This is an optimization exercise on Yosys and OpenROAD, whose aim is small area, a short achievable clock period and few clock cycles, not a production implementation. Only simulation tests tie the RTL to the original design; equivalence was not proved.

==> design/flow/config.mk <==
export PLATFORM = sky130hd
export DESIGN_NAME = Viterbi
export DESIGN_NICKNAME = Viterbi
export VERILOG_FILES = /design/flow/design.v
export SDC_FILE = /design/flow/constraint.sdc
export NUM_CORES = 4
export LEC_CHECK = 0
export CAP_MARGIN = 20
export CORE_MARGIN = 2
export CORE_UTILIZATION = 60
export CTS_BUF_LIST = sky130_fd_sc_hd__clkbuf_8
export CTS_CLUSTER_DIAMETER = 45
export CTS_CLUSTER_SIZE = 18
export PLACE_DENSITY = 0.7
export SLEW_MARGIN = 20
==> design/flow/constraint.sdc <==
create_clock -name core_clock -period 500.0 [get_ports {clock}]
set_input_delay 100.0000 -clock core_clock [delete_from_list [all_inputs] [get_ports {clock}]]
set_output_delay 100.0000 -clock core_clock [all_outputs]
set_load 0.01 [all_outputs]
==> design/flow/design.v <==
`timescale 1ns / 1ps
module Viterbi(
		input wire clock,
		input wire reset,
		input wire enable,
		input wire [1:0] Vinput,
		output reg outputValid,
		output reg Voutput
    );
	parameter N = 96;
	localparam NC = N - 7;        
	localparam [63:0] LAB = {2'd3,2'd2,2'd0,2'd1,2'd0,2'd1,2'd3,2'd2,
	                         2'd3,2'd2,2'd0,2'd1,2'd0,2'd1,2'd3,2'd2,
	                         2'd1,2'd0,2'd2,2'd3,2'd2,2'd3,2'd1,2'd0,
	                         2'd1,2'd0,2'd2,2'd3,2'd2,2'd3,2'd1,2'd0};  
	reg rst_q, en_q;
	reg [1:0] vin_q;
	always @(posedge clock)
	begin
		rst_q <= reset;
		en_q <= enable;
		vin_q <= Vinput;
	end
	reg [7:0] cnt;                
	reg [5*64-1:0] sm;            
	reg [5:0] min;
	localparam CW = 49;
	reg [CW*NC-1:0] surv;
	wire step = en_q & (cnt < N);
	wire pv = vin_q[1] ^ vin_q[0];
	wire full = (cnt >= 6);       
	integer i, j, k;
	reg [1:0] bmL [0:3];
	reg [4:0] D, Do;
	reg [1:0] x, y;
	reg s0, s1;
	reg [63:0] sel;
	reg [4:0] best [0:63];
	reg [4:0] base0, base1;
	always @*
	begin
		for(i = 0; i < 4; i = i + 1)
			bmL[i] = (i[1] ^ vin_q[1]) + (i[0] ^ vin_q[0]);
		for(j = 0; j < 32; j = j + 1)
		begin
			x = bmL[LAB[2*j +: 2]];
			y = 2'd2 - x;
			D = sm[(j+32)*5 +: 5] - sm[j*5 +: 5];
			Do = D ^ 5'b10000;
			case(x)
				2'd0: begin s0 = (Do <= 5'd14); s1 = (Do <= 5'd18); end
				2'd1: begin s0 = (Do <= 5'd16); s1 = s0; end
				default: begin s0 = (Do <= 5'd18); s1 = (Do <= 5'd14); end
			endcase
			s0 = s0 & full;
			s1 = s1 & full;
			sel[2*j] = s0;
			sel[2*j+1] = s1;
			base0 = s0 ? sm[(j+32)*5 +: 5] : sm[j*5 +: 5];
			base1 = s1 ? sm[(j+32)*5 +: 5] : sm[j*5 +: 5];
			best[2*j] = base0 + (s0 ? y : x);
			best[2*j+1] = base1 + (s1 ? x : y);
		end
	end
	reg [CW-1:0] newcol;
	reg dmq;
	always @*
	begin
		for(i = 0; i < 16; i = i + 1)
		begin
			dmq = i[0] ^ pv;        
			newcol[3*i+0] = dmq ? sel[2*(i+16)] : sel[2*i];
			newcol[3*i+1] = dmq ? sel[2*(i+16)+1] : sel[2*i+1];
			newcol[3*i+2] = dmq ? sel[2*i] : sel[2*(i+16)];
		end
		newcol[48] = pv;
	end
	reg [4:0] M;
	reg [63:0] lt;
	reg [5:0] minNext;
	reg [2:0] ca;           
	reg [2:0] cm [0:1];     
	reg c, cur;
	reg [4:0] ua, ub;
	integer n, l, g;
	always @*
	begin
		M = sm[min*5 +: 5];
		for(g = 0; g < 64; g = g + 3)
		begin
			for(l = 0; l < 3; l = l + 1)
			begin
				ca[l] = 1'b0;
				if(g + l < 64)
				begin
					ua = best[g+l];
					c = 1'b0;
					for(n = 0; n < 4; n = n + 1)
						c = (~ua[n] & M[n]) | ((~ua[n] | M[n]) & c);
					ca[l] = ua[4] ^ M[4] ^ c;
				end
			end
			for(k = 0; k < 2; k = k + 1)
			begin
				cm[k] = 3'd0;
				for(l = k + 1; l < 3; l = l + 1)
				if(g + l < 64)
				begin
					ua = best[g+l];
					ub = sm[(g+k)*5 +: 5];
					c = 1'b0;
					for(n = 0; n < 4; n = n + 1)
						c = (~ua[n] & ub[n]) | ((~ua[n] | ub[n]) & c);
					cm[k][l] = ua[4] ^ ub[4] ^ c;
				end
			end
			for(l = 0; l < 3; l = l + 1)
			if(g + l < 64)
			begin
				cur = ca[l];
				for(k = 0; k < l; k = k + 1)
					if(lt[g+k])
						cur = cm[k][l];
				lt[g+l] = cur;
			end
			for(l = 0; l < 3; l = l + 1)
				if(g + l < 64 && lt[g+l])
					M = sm[(g+l)*5 +: 5];
		end
	end
	reg [63:0] any1;
	reg [5:0] idx1 [0:63];
	always @*
	begin
		for(i = 0; i < 64; i = i + 1)
		begin
			any1[i] = lt[i];
			idx1[i] = 6'd0;
		end
		for(k = 1; k < 64; k = k * 2)
			for(i = 0; i < 64; i = i + 2*k)
			begin
				idx1[i] = any1[i+k] ? (idx1[i+k] | k) : idx1[i];
				any1[i] = any1[i] | any1[i+k];
			end
		minNext = any1[0] ? idx1[0] : min;
	end
	localparam KS = 51;
	reg [5:0] S, Smid;
	reg [N-1:0] tb;
	reg [CW-1:0] col;
	reg [2:0] h4 [0:7];
	reg [2:0] h3 [0:3];
	reg [2:0] h2 [0:1];
	reg [2:0] w;
	reg x0, x1, p, p95, p95r;
	reg [5:0] Sup;
	always @*
	begin
		S = minNext;
		col = newcol;
		for(i = 0; i < 8; i = i + 1) h4[i] = S[1] ? col[3*(2*i+1) +: 3] : col[3*(2*i) +: 3];
		for(i = 0; i < 4; i = i + 1) h3[i] = S[2] ? h4[2*i+1] : h4[2*i];
		for(i = 0; i < 2; i = i + 1) h2[i] = S[3] ? h3[2*i+1] : h3[2*i];
		w = S[4] ? h2[1] : h2[0];
		x0 = (S[1] ^ col[48]) ? w[2] : (S[0] ? w[1] : w[0]);
		x1 = (S[1] ^ col[48]) ? (S[0] ? w[1] : w[0]) : w[2];
		p95 = S[5] ? x1 : x0;
		for(i = 0; i < 6; i = i + 1)
			tb[N-1-i] = min[i];
		tb[N-7] = p95r;
		S = {p95r, min[5:1]};
		Sup = 6'd0;
		for(k = N - 2; k >= 6; k = k - 1)
		begin
			if(k == KS - 1)
			begin
				Sup = S;
				S = Smid;
			end
			col = surv[(k-6)*CW +: CW];
			for(i = 0; i < 8; i = i + 1) h4[i] = S[1] ? col[3*(2*i+1) +: 3] : col[3*(2*i) +: 3];
			for(i = 0; i < 4; i = i + 1) h3[i] = S[2] ? h4[2*i+1] : h4[2*i];
			for(i = 0; i < 2; i = i + 1) h2[i] = S[3] ? h3[2*i+1] : h3[2*i];
			w = S[4] ? h2[1] : h2[0];
			x0 = (S[1] ^ col[48]) ? w[2] : (S[0] ? w[1] : w[0]);
			x1 = (S[1] ^ col[48]) ? (S[0] ? w[1] : w[0]) : w[2];
			p = S[5] ? x1 : x0;
			tb[k-6] = p;
			S = {p, S[5:1]};
		end
	end
	always @(posedge clock)
	begin
		Smid <= Sup;
		if(step && cnt == N - 1)
			p95r <= p95;
	end
	always @(posedge clock)
	begin
		if(step)
		begin
			for(i = 0; i < 64; i = i + 1)
				sm[i*5 +: 5] <= best[i];
			if(full)
			begin
				if(cnt != N - 1)
					surv <= {newcol, surv[CW*NC-1:CW]};
				min <= minNext;
			end
		end
		if(rst_q)
		begin
			cnt <= 8'd0;
			min <= 6'd0;
			sm[4:0] <= 5'd0;      
		end
		else if(step || (cnt >= N && cnt < 2 * N + 2))
			cnt <= cnt + 8'd1;
	end
	wire [7:0] oidx = cnt - 8'd97;
	always @(posedge clock)
	begin
		if(reset || rst_q)
			outputValid <= 1'b0;
		else
			outputValid <= (cnt >= N + 1) && (cnt < 2 * N + 1);
		Voutput <= tb[oidx[6:0]];
	end
endmodule
==> design/flow/flow/run.sh <==
#!/bin/bash
# Own layout flow: the standard ORFS flow (standard.sh) with three changes:
#  * the ABC script that maps the combinational logic in synthesis is an
#    area-oriented one (flow/abc_area_map.script: structural choices + amap);
#    registers, their names and cell types come out of synthesis unchanged;
#  * clock tree synthesis inserts no dummy load cells;
#  * the port buffers are buf_2 cells (by default a delay buffer is picked).
# Each make/tool step writes its own log under orfs/logs; make's output goes
# to flow_make.log.
set -euo pipefail
work=$(pwd)
rm -rf "$work/orfs_scripts"
cp -r "$FLOW_HOME/scripts" "$work/orfs_scripts"
cp "$work/flow/abc_area_map.script" "$work/orfs_scripts/abc_speed.script"
export CTS_ARGS="-sink_clustering_enable -repair_clock_nets -sink_clustering_size 18 -sink_clustering_max_diameter 45 -buf_list sky130_fd_sc_hd__clkbuf_8 -dont_use_dummy_load"
export BUFFER_PORTS_ARGS="-buffer_cell sky130_fd_sc_hd__buf_2"
bash "$work/standard.sh" SCRIPTS_DIR="$work/orfs_scripts" finish > "$work/flow_make.log" 2>&1
==> design/flow/flow/abc_area_map.script <==
strash
dch -f
amap
strash
dch -f
amap
strash
dch -f
amap
topo
stime -c
buffer -c
dnsize -c
==> design/flow/standard.sh <==
#!/bin/bash
# synth_recipe.tcl (not shown) runs the flow's synth.tcl, then flattens the netlist and writes it again
# the make line also repeats each setting of config.mk as NAME=value (left out here)
make -C /OpenROAD-flow-scripts/flow DESIGN_CONFIG=/design/flow/config.mk WORK_HOME=/design/flow/orfs CLKGATE_MAP_FILE= SYNTH_SCRIPT=/design/flow/synth_recipe.tcl "${@:-finish}"
==> results of run 1 <==
state kept, by name (all words and copies together) (netlist names):
register,cells
Smid,6
Voutput,1
cnt,8
en_q,1
min,6
outputValid,1
p95r,1
rst_q,1
sm,320
surv,4361
vin_q,2
stage by stage:
| stage | hold WS (ps) | setup WS, ps | cells | utilization, % |
|---|---|---|---|---|
| final | 392 | 398400 | 20000 | 63.9 |
| after floorplan | 417 | 307900 | 15600 | - |
| after CTS | 362 | 398300 | 20000 | 63.8 |
| after global routing | 370 | 398340 | 20000 | 63.9 |
| after global placement | 428 | 399590 | 19500 | 61.9 |
| after detailed placement | 431 | 399590 | 19500 | 61.9 |
cell families (layout without fill, tap and decap cells):
group | after synthesis | count (layout) | share of synthesized area, %
AOI/OAI and AO/OA | 6719 | 6719 | 21.9
DFF | 4708 | 4708 | 68.3
buffers and inverters | 2058 | 1883 | 3.81
and+or+nand+nor | 1723 | 1723 | 3.42
adders and majority gates | 364 | 364 | 2.56
xor gates and xnor gates | 1 | 1 | 0.00424
other | 0 | 20 | 0
Yosys cell counts (all sizes together), types with 39 or more instances:
library cell     n  area [um^2]
a21o            56          420
a21oi         1013         5070
a221oi         543         4760
a22o           112          981
a22oi          275         2060
a31oi          104          651
a32oi           41          359
buf            222          963
clkbuf         768         2880
clkinv          39          146
edfxtp        4677       140000
fa              96         1920
ha             268         3350
inv           1026         3850
nand2          379         1420
nand3           51          255
nor2          1000         3750
nor2b           56          350
nor3           178          891
o21ai          439         2220
o221ai         400         3500
o22a           252         2210
o22ai         3069        19200
o32a            44          440
o32ai          112          988
cell type report:
class / count / area, um^2 / share of cell area [%]
Antenna cell: 20 / 50.0 / 0.0229
Clock buffer: 483 / 6650 / 3.04
Inverter: 1065 / 4020 / 1.83
Multi-Input combinational cell: 8807 / 58700 / 26.8
Sequential cell: 4708 / 141000 / 64.5
Tap cell: 4557 / 5700 / 2.61
Timing Repair Buffer: 335 / 2660 / 1.22
how the worst min path moves through the flow:
stage / startpoint / end / slack (ps) / depth (start not counted)
2_1_floorplan: surv[2089] / surv[2040] / 420 / 0
3_3_place_gp: surv[2011] / surv[1962] / 430 / 0
3_5_place_dp: surv[2089] / surv[2040] / 430 / 0
4_1_cts: surv[4189] / surv[4140] / 360 / 0
5_1_grt: surv[4189] / surv[4140] / 370 / 0
6_report: surv[1510] / surv[1461] / 390 / 0
layer usage:
metal	vias to the layer above	global-route usage, %	share of wire (%)
li1	63200	-	-
met4	12	12.9	4.2
met2	8557	51.2	45
met3	1237	6.87	11
met5	-	0	0.015
met1	72300	48.5	40
worst register-to-register path, delay by kind of cell, from the launching register on:
kind	cells	cell delay, ps
buffers and inverters	77	20900
AOI/OAI and AO/OA	176	58020
DFF	1	560
and+or+nand+nor	29	5610
==> flow_summary.yaml, run 1 <==
cells_and_area:
  syn_to_final_growth_pct: 6.01
  layout_commonest_cell: "edfxtp_1"
  drive_gt1_share_pct: 6.60
  layout_common_cells: "edfxtp_1 (4677), o22ai_1 (3026), a21oi_1 (1003), inv_1 (999), nor2_1 (999)"
  fin_nets: 15800
  fillers: 25200
  fin_area_um2: 219000
logic_synthesis:
  netlist_area_um2: 206000
  synth_area_per_cell_um2: 13.3
  post_synth_num_cell_types: 71
  ys_seq_area_share_pct: 68.3
  syn-instance-count: 15600
  synth_edf_count: 4677
  syn-num-nets: 15900
  async_flop_share_pct: 0
  ys.flop_type: "edfxtp_1"
  yosysWarnings: 12
  ys_ff_latch: 4708
setup_path:
  critPathMaxStageDelay_ps: 310
  reg2reg_from: "min[1]"
  path_cells: "buf_2"
  r2r_slack_ps: 414620
  worstSetupPathDepth: 1
  timing.rr.end: "p95r"
  critical-path-top-delay-family: "flip-flops"
  ff2ff_path_depth: 282
  critPathBufInv: 1
  crit_path_end_kind: "primary output"
  cp-endpoint: "outputValid"
  cp-start-kind: "flop"
  startpoint: "outputValid"
  crit_path_max_fanout: 1
  cp.required_ps: 400000
  arrival_ps: 1600
  worst_path_max_delay_cell: "dfxtp_1"
  critPathKind: "reg -> out"
drt:
  drt_iter0_drc: 21200
  dr.pass1.iters: 7
  drc_errors: 0
  routed_wl_um: 608000
  route.vias.total: 145000
  ant_nets: 0
  vias_per_cell: 7.27
  drt-wirelength-per-cell_um: 30.4
die:
  io_pins: 7
  die_w_um: 591
  fp-row-count: 215
  start_util_pct: 60.2
  core_um2: 343000
  die_y_um: 591
  die_area_um2: 349000
sta:
  finalMaxSlewViolations: 0
  tns_ps: 0
  min_period_ps: 101600
  finalSetupViolations: 0
  timing.fmax_mhz: 9.84
  fin_crit_sh_pct: 20.3
  rsz0062_at_grt: "false"
  fin_skew_ps: 142
  worst_pin_slew_ps: 1290
  max_slew_margin_pct: 13.3
  finalHoldViolCount: 0
run_status:
  status: "timing/DRC/antenna clean"
clock_tree:
  root_buffer: "clkbuf_8"
  clk_pin_slew_ps: 90
  htree_levels: 5
  cts_buffer_depth: 4
  clock_sinks: 4708
  cts_resized: 0
  cts_hold_buf: 0
  cts_tree: "built"
  cts_buffers: 483
  clk_latency_ps: 1200
  post-cts-setup-buffers: 0
global_routing:
  grt_max_degree: 202
  track_usage_pct: 33.8
  antenna_found_initial: 16
  grt_pass1_wl_um: 887000
  grt_pass1_vias: 134000
  grt-ovfl-total: 0
placed_design:
  place.gp.congestion: 1.02
  dpl_cell_area_um2: 212000
  dp_hpwl_um: 402000
  numPortBuffers: 6
run:
  drv_cap: 0
hold_path:
  hold_class: "reg -> reg"
Testbench counts, summed over its fixed seeds: cycles 24,832.
==> run 2, diff against run 1 <==
==> design/flow/flow/run.sh (replaced) <==
#!/bin/bash
# Own layout flow: the standard ORFS flow (standard.sh) with these changes:
#  * the ABC script that maps the combinational logic in synthesis is an
#    area-oriented one (flow/abc_area_map.script: structural choices + amap);
#    registers, their names and cell types come out of synthesis unchanged;
#  * clock tree synthesis clusters up to 16 sinks within 70 um per leaf
#    buffer, uses a clkbuf_16 at the root and inserts no dummy load cells;
#  * the port buffers are buf_2 cells (by default a delay buffer is picked).
# Each make/tool step writes its own log under orfs/logs; make's output goes
# to flow_make.log.
set -euo pipefail
work=$(pwd)
rm -rf "$work/orfs_scripts"
cp -r "$FLOW_HOME/scripts" "$work/orfs_scripts"
cp "$work/flow/abc_area_map.script" "$work/orfs_scripts/abc_speed.script"
export CTS_ARGS="-sink_clustering_enable -repair_clock_nets -sink_clustering_size 16 -sink_clustering_max_diameter 70 -buf_list sky130_fd_sc_hd__clkbuf_8 -root_buf sky130_fd_sc_hd__clkbuf_16 -dont_use_dummy_load"
export BUFFER_PORTS_ARGS="-buffer_cell sky130_fd_sc_hd__buf_2"
bash "$work/standard.sh" SCRIPTS_DIR="$work/orfs_scripts" finish > "$work/flow_make.log" 2>&1
==> run 2 against run 1 <==
Effect of this change: still clean; maximum frequency rose by 0.14%; register-to-register slack got worse by 340 ps; synthesized area did not move; sequential share of layout area rose by 0.40 points; clock skew fell by 57 ps; final cell count fell by 0.62%; first-iteration DRC count fell by 4.1%; flip-flop and latch count did not move; core utilization fell by 0.39 points; critical path type unchanged; critical endpoint unchanged; largest cell class unchanged; highest routed layer unchanged.
==> flow_summary.yaml, run 2 <==
run_status:
  status: "timing/DRC/antenna clean"
setup_path:
  critPathMaxStageDelay_ps: 320
  startpoint: "outputValid"
  crit_path_max_fanout: 1
  timing.rr.end: "p95r"
  cp.required_ps: 400000
  ff2ff_path_depth: 283
  arrival_ps: 1460
  crit_path_end_kind: "primary output"
  worstSetupPathDepth: 1
  cp-start-kind: "flop"
  critPathBufInv: 1
  critPathKind: "reg -> out"
  r2r_slack_ps: 414280
  critical-path-top-delay-family: "flip-flops"
  path_cells: "buf_2"
  reg2reg_from: "min[1]"
  cp-endpoint: "outputValid"
  worst_path_max_delay_cell: "dfxtp_1"
hold_path:
  hold_class: "reg -> reg"
logic_synthesis:
  synthTopCellsByArea: "edfxtp_1 (68%), o22ai_1 (9.3%), a21oi_1 (2.5%)"
  netlist_area_um2: 206000
  synth_area_per_cell_um2: 13.3
  syn-instance-count: 15600
  synth_edf_count: 4677
  yosysTopAreaCellShare_pct: 68.0
  ys_ff_latch: 4708
  synth_top_cell_by_area: "edfxtp_1"
  yosys.cell_count.top_type: "edfxtp_1"
  synth.top_cells.by_count: "edfxtp_1 (4677), o22ai_1 (3063), inv_1 (1025)"
  ys_seq_area_share_pct: 68.3
  async_flop_share_pct: 0
  syn-num-nets: 15900
  yosysWarnings: 12
  ys.flop_type: "edfxtp_1"
  post_synth_num_cell_types: 71
sta:
  timing.fmax_mhz: 9.86
  tns_ps: 0
  rsz0062_at_grt: "false"
  fin_skew_ps: 85.2
  finalHoldViolCount: 0
  finalSetupViolations: 0
  finalMaxSlewViolations: 0
  worst_pin_slew_ps: 1320
  max_slew_margin_pct: 11.7
  fin_ws_ps: 398540
  fin_crit_sh_pct: 20.3
  min_period_ps: 101460
global_routing:
  antenna_found_initial: 20
  grt_pass1_vias: 134000
  grt-ovfl-total: 0
  grt_max_degree: 202
  track_usage_pct: 33.7
  grt_pass1_wl_um: 885000
clock_tree:
  clock_sinks: 4708
  htree_levels: 5
  cts_buffer_depth: 4
  cts_hold_buf: 0
  post-cts-setup-buffers: 0
  cts_resized: 0
  cts_buffers: 358
  root_buffer: "clkbuf_16"
  clk_pin_slew_ps: 110
  clk_latency_ps: 1050
  cts_tree: "built"
cells_and_area:
  fin_area_um2: 218000
  syn_to_final_growth_pct: 5.36
  utilization_pct: 63.5
  layout_commonest_cell: "edfxtp_1"
  largest_registers: "surv x4361, sm x320, cnt x8"
  top_register: "surv"
  fin_nets: 15600
  layout_common_cells: "edfxtp_1 (4677), o22ai_1 (3026), a21oi_1 (1003), inv_1 (999), nor2_1 (999)"
  drive_gt1_share_pct: 5.84
  final_cells: 19900
  largest_reg_flops: 4361
run:
  drv_cap: 0
drt:
  vias_per_cell: 7.30
  drc_errors: 0
  routed_wl_um: 607000
  ant_nets: 0
  route.vias.total: 145000
  dr.pass1.iters: 7
  drt_iter0_drc: 20300
  drt-wirelength-per-cell_um: 30.6
placed_design:
  dp_slack_ps: 399590
  place.gp.congestion: 1.02
  dp_hpwl_um: 402000
  dpl.cell_count: 19500
  numPortBuffers: 6
  dpl_cell_area_um2: 212000
die:
  core_um2: 343000
  start_util_pct: 60.2
  die_w_um: 591
  die_y_um: 591
  io_pins: 7
  die_area_um2: 349000
  fp-row-count: 215
==> run 2: final cells by class <==
type	instances	area [um^2]
flip-flops and latches	4708	141000
inverters	1065	4020
clock buffers	358	5300
repair buffers	335	2660
diodes	21	52.6
well taps	4557	5700
fillers	25300	125000
multi-input cells	8807	58700
==> run 2: how the worst min path moves through the flow <==
| stage | from | to | slack [ps] | cells after the start |
|---|---|---|---|---|
| finish | surv[2880] | surv[2831] | 400 | 0 |
| global route | surv[2886] | surv[2837] | 420 | 0 |
| CTS | surv[2880] | surv[2831] | 400 | 0 |
| detailed placement | surv[2089] | surv[2040] | 430 | 0 |
| global placement | surv[2011] | surv[1962] | 430 | 0 |
| floorplan | surv[2089] | surv[2040] | 420 | 0 |
==> run 2: stage by stage <==
stage | hold WS (ps)
2_1_floorplan | 417
3_3_place_gp | 428
3_5_place_dp | 431
4_1_cts | 401
5_1_grt | 424
6_report | 402
==> run 2: cells by family (layout without fill, tap and decap cells) <==
family	Yosys count	in the layout	synth area share (%)
and+or+nand+nor	1723	1723	3.42
xor gates and xnor gates	1	1	0.00424
adders and majority gates	364	364	2.56
AOI/OAI and AO/OA	6719	6719	21.9
other	0	21	0
buffers and inverters	2058	1758	3.81
DFF	4708	4708	68.3
==> run 2: routing by layer <==
metal	up-vias	routed length (um)	GRT usage [%]
li1	63000	-	-
met1	72200	242000	48.5
met2	8456	275000	51.3
met3	1194	64700	6.76
met4	12	24700	12.7
met5	-	115	0
==> run 2: worst register-to-register path, delay by kind of cell, from the launching register on <==
| family | cells | cell delay, ps |
|---|---|---|
| AND/OR/NAND/NOR | 30 | 5600 |
| buffers and inverters | 77 | 21010 |
| AO/OA/AOI/OAI | 176 | 58330 |
| flip-flops | 1 | 560 |
==> run 3, diff against run 2 <==
==> design/flow/config.mk (replaced) <==
export PLATFORM = sky130hd
export DESIGN_NAME = Viterbi
export DESIGN_NICKNAME = Viterbi
export VERILOG_FILES = /design/flow/design.v
export SDC_FILE = /design/flow/constraint.sdc
export NUM_CORES = 4
export LEC_CHECK = 0
export CAP_MARGIN = 20
export CORE_MARGIN = 2
export CORE_UTILIZATION = 68
export CTS_BUF_LIST = sky130_fd_sc_hd__clkbuf_8
export CTS_CLUSTER_DIAMETER = 70
export CTS_CLUSTER_SIZE = 16
export PLACE_DENSITY = 0.78
export SLEW_MARGIN = 20
==> run 3 against run 2 <==
Effect of this change: routed wire length up 4.7%; critical path depth is the same; core utilization increased by 8.2 points; flip-flop and latch count is the same; die area fell by 12%; via count is 5.0% higher; synthesized cell count did not move; critical path type unchanged.
==> flow_summary.yaml, run 3 <==
run_status:
  status: "timing/DRC/antenna clean"
drt:
  ant_nets: 0
  dr.pass1.iters: 13
  drt_iter0_drc: 28000
  route.vias.total: 152000
  drt-wirelength-per-cell_um: 32.9
  vias_per_cell: 7.89
  drc_errors: 0
  routed_wl_um: 635000
logic_synthesis:
  yosys.cell_count.top_type: "edfxtp_1"
  ys_ff_latch: 4708
  synth_top_cell_by_area: "edfxtp_1"
  synthTopCellsByArea: "edfxtp_1 (68%), o22ai_1 (9.3%), a21oi_1 (2.5%)"
  syn-instance-count: 15600
  netlist_area_um2: 206000
  yosysTopAreaCellShare_pct: 68.0
  synth_edf_count: 4677
  ys.flop_type: "edfxtp_1"
  synth.top_cells.by_count: "edfxtp_1 (4677), o22ai_1 (3063), inv_1 (1025)"
  async_flop_share_pct: 0
  syn-num-nets: 15900
  ys_seq_area_share_pct: 68.3
  yosysWarnings: 12
  post_synth_num_cell_types: 71
  synth_area_per_cell_um2: 13.3
cells_and_area:
  largest_registers: "surv x4361, sm x320, cnt x8"
  syn_to_final_growth_pct: 5.07
  fin_nets: 15700
  top_register: "surv"
  layout_commonest_cell: "edfxtp_1"
  drive_gt1_share_pct: 5.90
  layout_common_cells: "edfxtp_1 (4677), o22ai_1 (3025), inv_1 (1004), a21oi_1 (1003), nor2_1 (999)"
  largest_reg_flops: 4361
setup_path:
  critPathMaxStageDelay_ps: 360
  crit_path_max_fanout: 1
  cp-start-kind: "flop"
  ff2ff_path_depth: 298
  worst_path_max_delay_cell: "dfxtp_1"
  path_cells: "buf_2"
  crit_path_end_kind: "primary output"
  critPathKind: "reg -> out"
  cp.required_ps: 400000
  worstSetupPathDepth: 1
  arrival_ps: 1500
  critPathBufInv: 1
  critical-path-top-delay-family: "flip-flops"
global_routing:
  track_usage_pct: 39.7
  grt_pass1_wl_um: 914000
  grt_max_degree: 227
  antenna_found_initial: 23
  grt_pass1_vias: 141000
  grt-ovfl-total: 0
clock_tree:
  htree_levels: 5
  cts_hold_buf: 0
  post-cts-setup-buffers: 0
  cts_buffer_depth: 4
  clk_pin_slew_ps: 90
  clk_latency_ps: 1000
  root_buffer: "clkbuf_16"
  cts_buffers: 354
  cts_resized: 0
  cts_tree: "built"
  clock_sinks: 4708
sta:
  fin_skew_ps: 92.1
  max_slew_margin_pct: 13.1
  finalSetupViolations: 0
  holdWs_ps: 388
  min_period_ps: 101500
  fin_crit_sh_pct: 20.3
  finalHoldViolCount: 0
  rsz0062_at_grt: "false"
  timing.fmax_mhz: 9.85
  finalMaxSlewViolations: 0
  tns_ps: 0
  fin_ws_ps: 398500
  worst_pin_slew_ps: 1300
die:
  die_area_um2: 308000
  start_util_pct: 68.2
  die_y_um: 555
  fp-row-count: 202
  io_pins: 7
  die_w_um: 555
  core_um2: 303000
hold_path:
  whs_path_depth: 0
  hold_class: "reg -> reg"
placed_design:
  dp_slack_ps: 399500
  place.gp.congestion: 1.04
  numPortBuffers: 6
  dp_hpwl_um: 428000
run:
  drv_cap: 0
-- run 3: cell count changes in the layout (fill, tap and decap cells not counted), moves of 4 or more --
cell / before / now
buf_6: 2 / 14
inv_1: 999 / 1004
o32ai_1: 101 / 96
clkbuf_8: 325 / 321
o32ai_2: 3 / 7
-- run 3: path summary, 6_finish.rpt --
kind | start | end | slack [ps]
worst max-delay path | outputValid | outputValid | 398500
worst min-delay path | surv[272] | surv[223] | 390
worst max register to register | sm[160] | p95r | 413240
worst min register to register | surv[272] | surv[223] | 390
-- run 3: through the flow --
| step | utilization (%) | cells | instance area [um^2] |
|---|---|---|---|
| finish | 71.7 | 19300 | 217000 |
| global route | 71.7 | 19300 | 217000 |
| CTS | 71.6 | 19300 | 217000 |
| detailed placement | 69.9 | 18900 | 211000 |
| global placement | 69.9 | 18900 | 211000 |
| floorplan | - | 15600 | 206000 |
-- run 3: cells by family (layout without fill, tap and decap cells) --
group           Yosys count  count (layout)  share of synthesized area, %
compound gates         6719            6719                          21.9
flops                  4708            4708                          68.3
buf+inv                2058            1765                          3.81
simple gates           1723            1723                          3.42
fa+ha+maj               364             364                          2.56
xor+xnor                  1               1                       0.00424
other cells               0              19                             0
-- run 3: final cells by class --
type	instances	area (um^2)
Fill cell	17800	85600
Sequential cell	4708	141000
Clock buffer	354	5240
Tap cell	3978	4980
Inverter	1065	4010
Multi-Input combinational cell	8807	58700
Antenna cell	19	47.5
Timing Repair Buffer	346	2800
-- run 3: layer usage --
layer  vias up  share of wire (%)  GRT usage, %
met2     13300                 46          62.4
met1     73600                 35          53.8
met4        24                5.4          17.5
met5         -              0.032             0
met3      2186                 13          8.88
li1      62900                  -             -
-- run 3: worst reg2reg max path, delay by kind of cell, from the launching register on --
family,cells,cell delay (ps)
buffers and inverters,77,20090
adders and majority gates,4,1190
DFF,1,460
and+or+nand+nor,36,7330
AOI/OAI and AO/OA,181,57350
==> run 4, diff against run 3 <==
--- a/design/flow/config.mk
+++ b/design/flow/config.mk
@@ -7,9 +7,9 @@
 export LEC_CHECK = 0
 export CAP_MARGIN = 20
 export CORE_MARGIN = 2
-export CORE_UTILIZATION = 68
+export CORE_UTILIZATION = 75
 export CTS_BUF_LIST = sky130_fd_sc_hd__clkbuf_8
 export CTS_CLUSTER_DIAMETER = 70
 export CTS_CLUSTER_SIZE = 16
-export PLACE_DENSITY = 0.78
+export PLACE_DENSITY = 0.85
 export SLEW_MARGIN = 20
==> run 4 against run 3 <==
Effect of this change: the run now fails in global routing (5_1_grt); synthesized cell count unchanged; synthesized area did not move.
==> flow_summary.yaml, run 4 <==
logic_synthesis:
  ys.flop_type: "edfxtp_1"
  async_flop_share_pct: 0
  yosysTopAreaCellShare_pct: 68.0
  synth_area_per_cell_um2: 13.3
  syn-instance-count: 15600
  ys_seq_area_share_pct: 68.3
  synthTopCellsByArea: "edfxtp_1 (68%), o22ai_1 (9.3%), a21oi_1 (2.5%)"
  yosysWarnings: 12
  synth_top_cell_by_area: "edfxtp_1"
  post_synth_num_cell_types: 71
  ys_ff_latch: 4708
  syn-num-nets: 15900
  synth_edf_count: 4677
  synth.top_cells.by_count: "edfxtp_1 (4677), o22ai_1 (3063), inv_1 (1025)"
  netlist_area_um2: 206000
  yosys.cell_count.top_type: "edfxtp_1"
global_routing:
  grt-ovfl-total: 95
  grt_max_degree: 221
  antenna_found_initial: 100
  track_usage_pct: 68.6
run_status:
  status: "aborted with a tool error"
  error: "[ERROR GRT-0232] Routing congestion too high. Check the congestion heatmap in the GUI."
  haltStage: "global routing (5_1_grt)"
die:
  io_pins: 7
  fp-row-count: 192
  start_util_pct: 75.4
  die_w_um: 529
  die_y_um: 529
clock_tree:
  htree_levels: 5
  cts_buffer_depth: 4
  cts_resized: 0
  cts_buffers: 354
  clock_sinks: 4708
  root_buffer: "clkbuf_16"
  post-cts-setup-buffers: 0
  cts_hold_buf: 0
placed_design:
  dpl.cell_count: 18500
  dp_slack_ps: 399580
  dpl_cell_area_um2: 211000
  numPortBuffers: 6
  place.gp.congestion: 1.06
  dp_hpwl_um: 437000
[run 4: cell counts after synthesis]
No cell type changed its count.
[run 4: metrics by stage]
stage / hold slack [ps]
after floorplan: 417
after global placement: 428
after detailed placement: 433
after CTS: 389
[run 4: metal layers]
layer  GRT usage (%)  GRT overflow
met5            40.1             2
met4            61.6            30
met3            52.7            54
met2            84.2             6
met1            71.2             3
[run 4: cells by family after synthesis]
kind of cell             synth area share (%)
adder cells (fa/ha/maj)                  2.56
AO/OA/AOI/OAI                            21.9
AND/OR/NAND/NOR                          3.42
buffers and inverters                    3.81
flip-flops                               68.3
XOR/XNOR                              0.00424
[run 4: how the worst max path moves through the flow]
stage                      startpoint          end  slack (ps)  cells after the start
after floorplan                cnt[0]      surv[0]      307900                     11
after global placement    outputValid  outputValid      399560                      1
after CTS                 outputValid  outputValid      398490                      1
after detailed placement  outputValid  outputValid      399580                      1
==> run 5, diff against run 4 <==
==> design/flow/flow/run.sh (replaced) <==
#!/bin/bash
# Own layout flow: the standard ORFS flow (standard.sh) with these changes:
#  * the ABC script that maps the combinational logic in synthesis is an
#    area-oriented one (flow/abc_area_map.script: structural choices + amap);
#    registers, their names and cell types come out of synthesis unchanged;
#  * clock tree synthesis clusters up to 16 sinks within 85 um per leaf
#    buffer, uses a clkbuf_16 at the root and inserts no dummy load cells;
#  * the port buffers are buf_2 cells (by default a delay buffer is picked).
# Each make/tool step writes its own log under orfs/logs; make's output goes
# to flow_make.log.
set -euo pipefail
work=$(pwd)
rm -rf "$work/orfs_scripts"
cp -r "$FLOW_HOME/scripts" "$work/orfs_scripts"
cp "$work/flow/abc_area_map.script" "$work/orfs_scripts/abc_speed.script"
export CTS_ARGS="-sink_clustering_enable -repair_clock_nets -sink_clustering_size 16 -sink_clustering_max_diameter 85 -buf_list sky130_fd_sc_hd__clkbuf_8 -root_buf sky130_fd_sc_hd__clkbuf_16 -dont_use_dummy_load"
export BUFFER_PORTS_ARGS="-buffer_cell sky130_fd_sc_hd__buf_2"
bash "$work/standard.sh" SCRIPTS_DIR="$work/orfs_scripts" finish > "$work/flow_make.log" 2>&1
--- a/design/flow/config.mk
+++ b/design/flow/config.mk
@@ -7,9 +7,9 @@
 export LEC_CHECK = 0
 export CAP_MARGIN = 20
 export CORE_MARGIN = 2
-export CORE_UTILIZATION = 75
+export CORE_UTILIZATION = 60
 export CTS_BUF_LIST = sky130_fd_sc_hd__clkbuf_8
-export CTS_CLUSTER_DIAMETER = 70
+export CTS_CLUSTER_DIAMETER = 85
 export CTS_CLUSTER_SIZE = 16
-export PLACE_DENSITY = 0.85
+export PLACE_DENSITY = 0.7
 export SLEW_MARGIN = 20
==> run 5 against run 4 <==
Effect of this change: the run now finishes clean; synthesized area did not move; synthesized cell count unchanged.
==> flow_summary.yaml, run 5 <==
clock_tree:
  clk_latency_ps: 1040
  root_buffer: "clkbuf_16"
  cts_buffers: 346
  cts_resized: 0
  htree_levels: 5
  cts_tree: "built"
  clk_pin_slew_ps: 100
  cts_buffer_depth: 4
  cts_hold_buf: 0
  post-cts-setup-buffers: 0
  clock_sinks: 4708
sta:
  rsz0062_at_grt: "false"
  min_period_ps: 101450
  fin_skew_ps: 105
  tns_ps: 0
  finalHoldViolCount: 0
  fin_crit_sh_pct: 20.3
  timing.fmax_mhz: 9.86
  fin_ws_ps: 398550
  finalMaxSlewViolations: 0
  finalSetupViolations: 0
  worst_pin_slew_ps: 1270
  max_slew_margin_pct: 14.5
global_routing:
  grt_pass1_wl_um: 885000
  track_usage_pct: 33.7
  grt_max_degree: 202
  antenna_found_initial: 21
  grt_pass1_vias: 133000
  grt-ovfl-total: 0
hold_path:
  worstHoldStart: "surv[186]"
  hold_class: "reg -> reg"
cells_and_area:
  top_register: "surv"
  largest_reg_flops: 4361
  syn_to_final_growth_pct: 5.28
  layout_commonest_cell: "edfxtp_1"
  utilization_pct: 63.4
  fillers: 25300
  layout_common_cells: "edfxtp_1 (4677), o22ai_1 (3026), a21oi_1 (1003), inv_1 (999), nor2_1 (999)"
  fin_nets: 15600
  drive_gt1_share_pct: 5.77
  largest_registers: "surv x4361, sm x320, cnt x8"
die:
  start_util_pct: 60.2
  die_area_um2: 349000
  die_y_um: 591
  die_w_um: 591
  io_pins: 7
  core_um2: 343000
  fp-row-count: 215
setup_path:
  crit_path_end_kind: "primary output"
  timing.rr.end: "p95r"
  critical-path-top-delay-family: "flip-flops"
  critPathMaxStageDelay_ps: 320
  worstSetupPathDepth: 1
  cp-start-kind: "flop"
  critPathBufInv: 1
  crit_path_max_fanout: 1
  cp.required_ps: 400000
  ff2ff_path_depth: 287
  cp-endpoint: "outputValid"
  startpoint: "outputValid"
  reg2reg_from: "min[1]"
  arrival_ps: 1450
  critPathKind: "reg -> out"
  path_cells: "buf_2"
  r2r_slack_ps: 414720
  worst_path_max_delay_cell: "dfxtp_1"
logic_synthesis:
  yosysTopAreaCellShare_pct: 68.0
  synth_edf_count: 4677
  ys_ff_latch: 4708
  ys_seq_area_share_pct: 68.3
  yosys.cell_count.top_type: "edfxtp_1"
  yosysWarnings: 12
  async_flop_share_pct: 0
  synth_top_cell_by_area: "edfxtp_1"
  post_synth_num_cell_types: 71
  netlist_area_um2: 206000
  ys.flop_type: "edfxtp_1"
  synthTopCellsByArea: "edfxtp_1 (68%), o22ai_1 (9.3%), a21oi_1 (2.5%)"
  synth_area_per_cell_um2: 13.3
  synth.top_cells.by_count: "edfxtp_1 (4677), o22ai_1 (3063), inv_1 (1025)"
  syn-num-nets: 15900
  syn-instance-count: 15600
drt:
  drt-wirelength-per-cell_um: 30.5
  routed_wl_um: 606000
  drt_iter0_drc: 20800
  route.vias.total: 145000
  ant_nets: 0
  drc_errors: 0
  vias_per_cell: 7.30
  dr.pass1.iters: 9
placed_design:
  dp_slack_ps: 399590
  dp_hpwl_um: 402000
  numPortBuffers: 6
  place.gp.congestion: 1.02
run_status:
  status: "timing/DRC/antenna clean"
run:
  drv_cap: 0
-- run 5: cell counts after synthesis --
Identical to the previous run, type by type.
-- run 5: layout make-up --
| class | instances | area, um^2 | share of cell area, % |
|---|---|---|---|
| well taps | 4557 | 5700 | 2.62 |
| diodes | 19 | 47.5 | 0.0219 |
| clock buffers | 346 | 5130 | 2.36 |
| repair buffers | 335 | 2660 | 1.22 |
| inverters | 1065 | 4020 | 1.85 |
| flip-flops and latches | 4708 | 141000 | 64.9 |
| multi-input cells | 8807 | 58700 | 27.0 |
-- run 5: logic make-up (layout without fill, tap and decap cells) --
family | count (synthesis) | after routing | share of synthesized area, %
flops | 4708 | 4708 | 68.3
other cells | 0 | 19 | 0
compound gates | 6719 | 6719 | 21.9
simple gates | 1723 | 1723 | 3.42
fa+ha+maj | 364 | 364 | 2.56
xor+xnor | 1 | 1 | 0.00424
buf+inv | 2058 | 1746 | 3.81
-- run 5: layer usage --
layer / track usage (%) / up-vias / part of all wire, %
met2: 51.2 / 8559 / 45
met1: 48.6 / 72000 / 40
met5: 0 / - / 0.013
li1: - / 62900 / -
met3: 6.71 / 1262 / 11
met4: 12.5 / 12 / 4.2
-- run 5: per-stage QoR --
step,hold slack [ps],instances,instance area (um^2)
after floorplan,417,15600,206000
after global placement,428,19500,212000
after detailed placement,431,19500,212000
after CTS,418,19800,217000
after global routing,421,19800,217000
final,417,19800,217000
-- run 5: how the worst min path moves through the flow --
stage          depth (start not counted)         end
2_1_floorplan                          0  surv[2040]
3_3_place_gp                           0  surv[1962]
3_5_place_dp                           0  surv[2040]
4_1_cts                                0  surv[1177]
5_1_grt                                0  surv[4057]
6_report                               0   surv[137]

-- port drivers added, routing unchanged --
Ports are ideal in the flow. The routed layouts listed here were re-timed in OpenROAD. Step 1 (the two cells are an assumption about what drives the block):
set clk [get_ports {clock}]
set_driving_cell -lib_cell sky130_fd_sc_hd__clkbuf_16 $clk
set_driving_cell -lib_cell sky130_fd_sc_hd__buf_2 [delete_from_list [all_inputs] $clk]
Step 2 times the ports against the registers' clock, not the clock port: input delays grow and output delays shrink by t, the midpoint of the rising clock arrivals with the driver on. a / b / c = no drivers / after step 1 / after step 2; a / b = the first two.
run	shift t [ns]	setup WS [ns]	clock arrival spread, ns	pins driven straight from the clock port
run 1	1.234	398.402 / 398.296 / 399.529	0.148 / 0.149	1
run 2	1.107	398.544 / 398.436 / 399.543	0.104 / 0.104	1
run 3	1.077	398.499 / 398.383 / 399.460	0.108 / 0.108	1
run 5	1.093	398.554 / 398.445 / 399.538	0.105 / 0.105	1
After both steps every run listed still meets setup and hold.
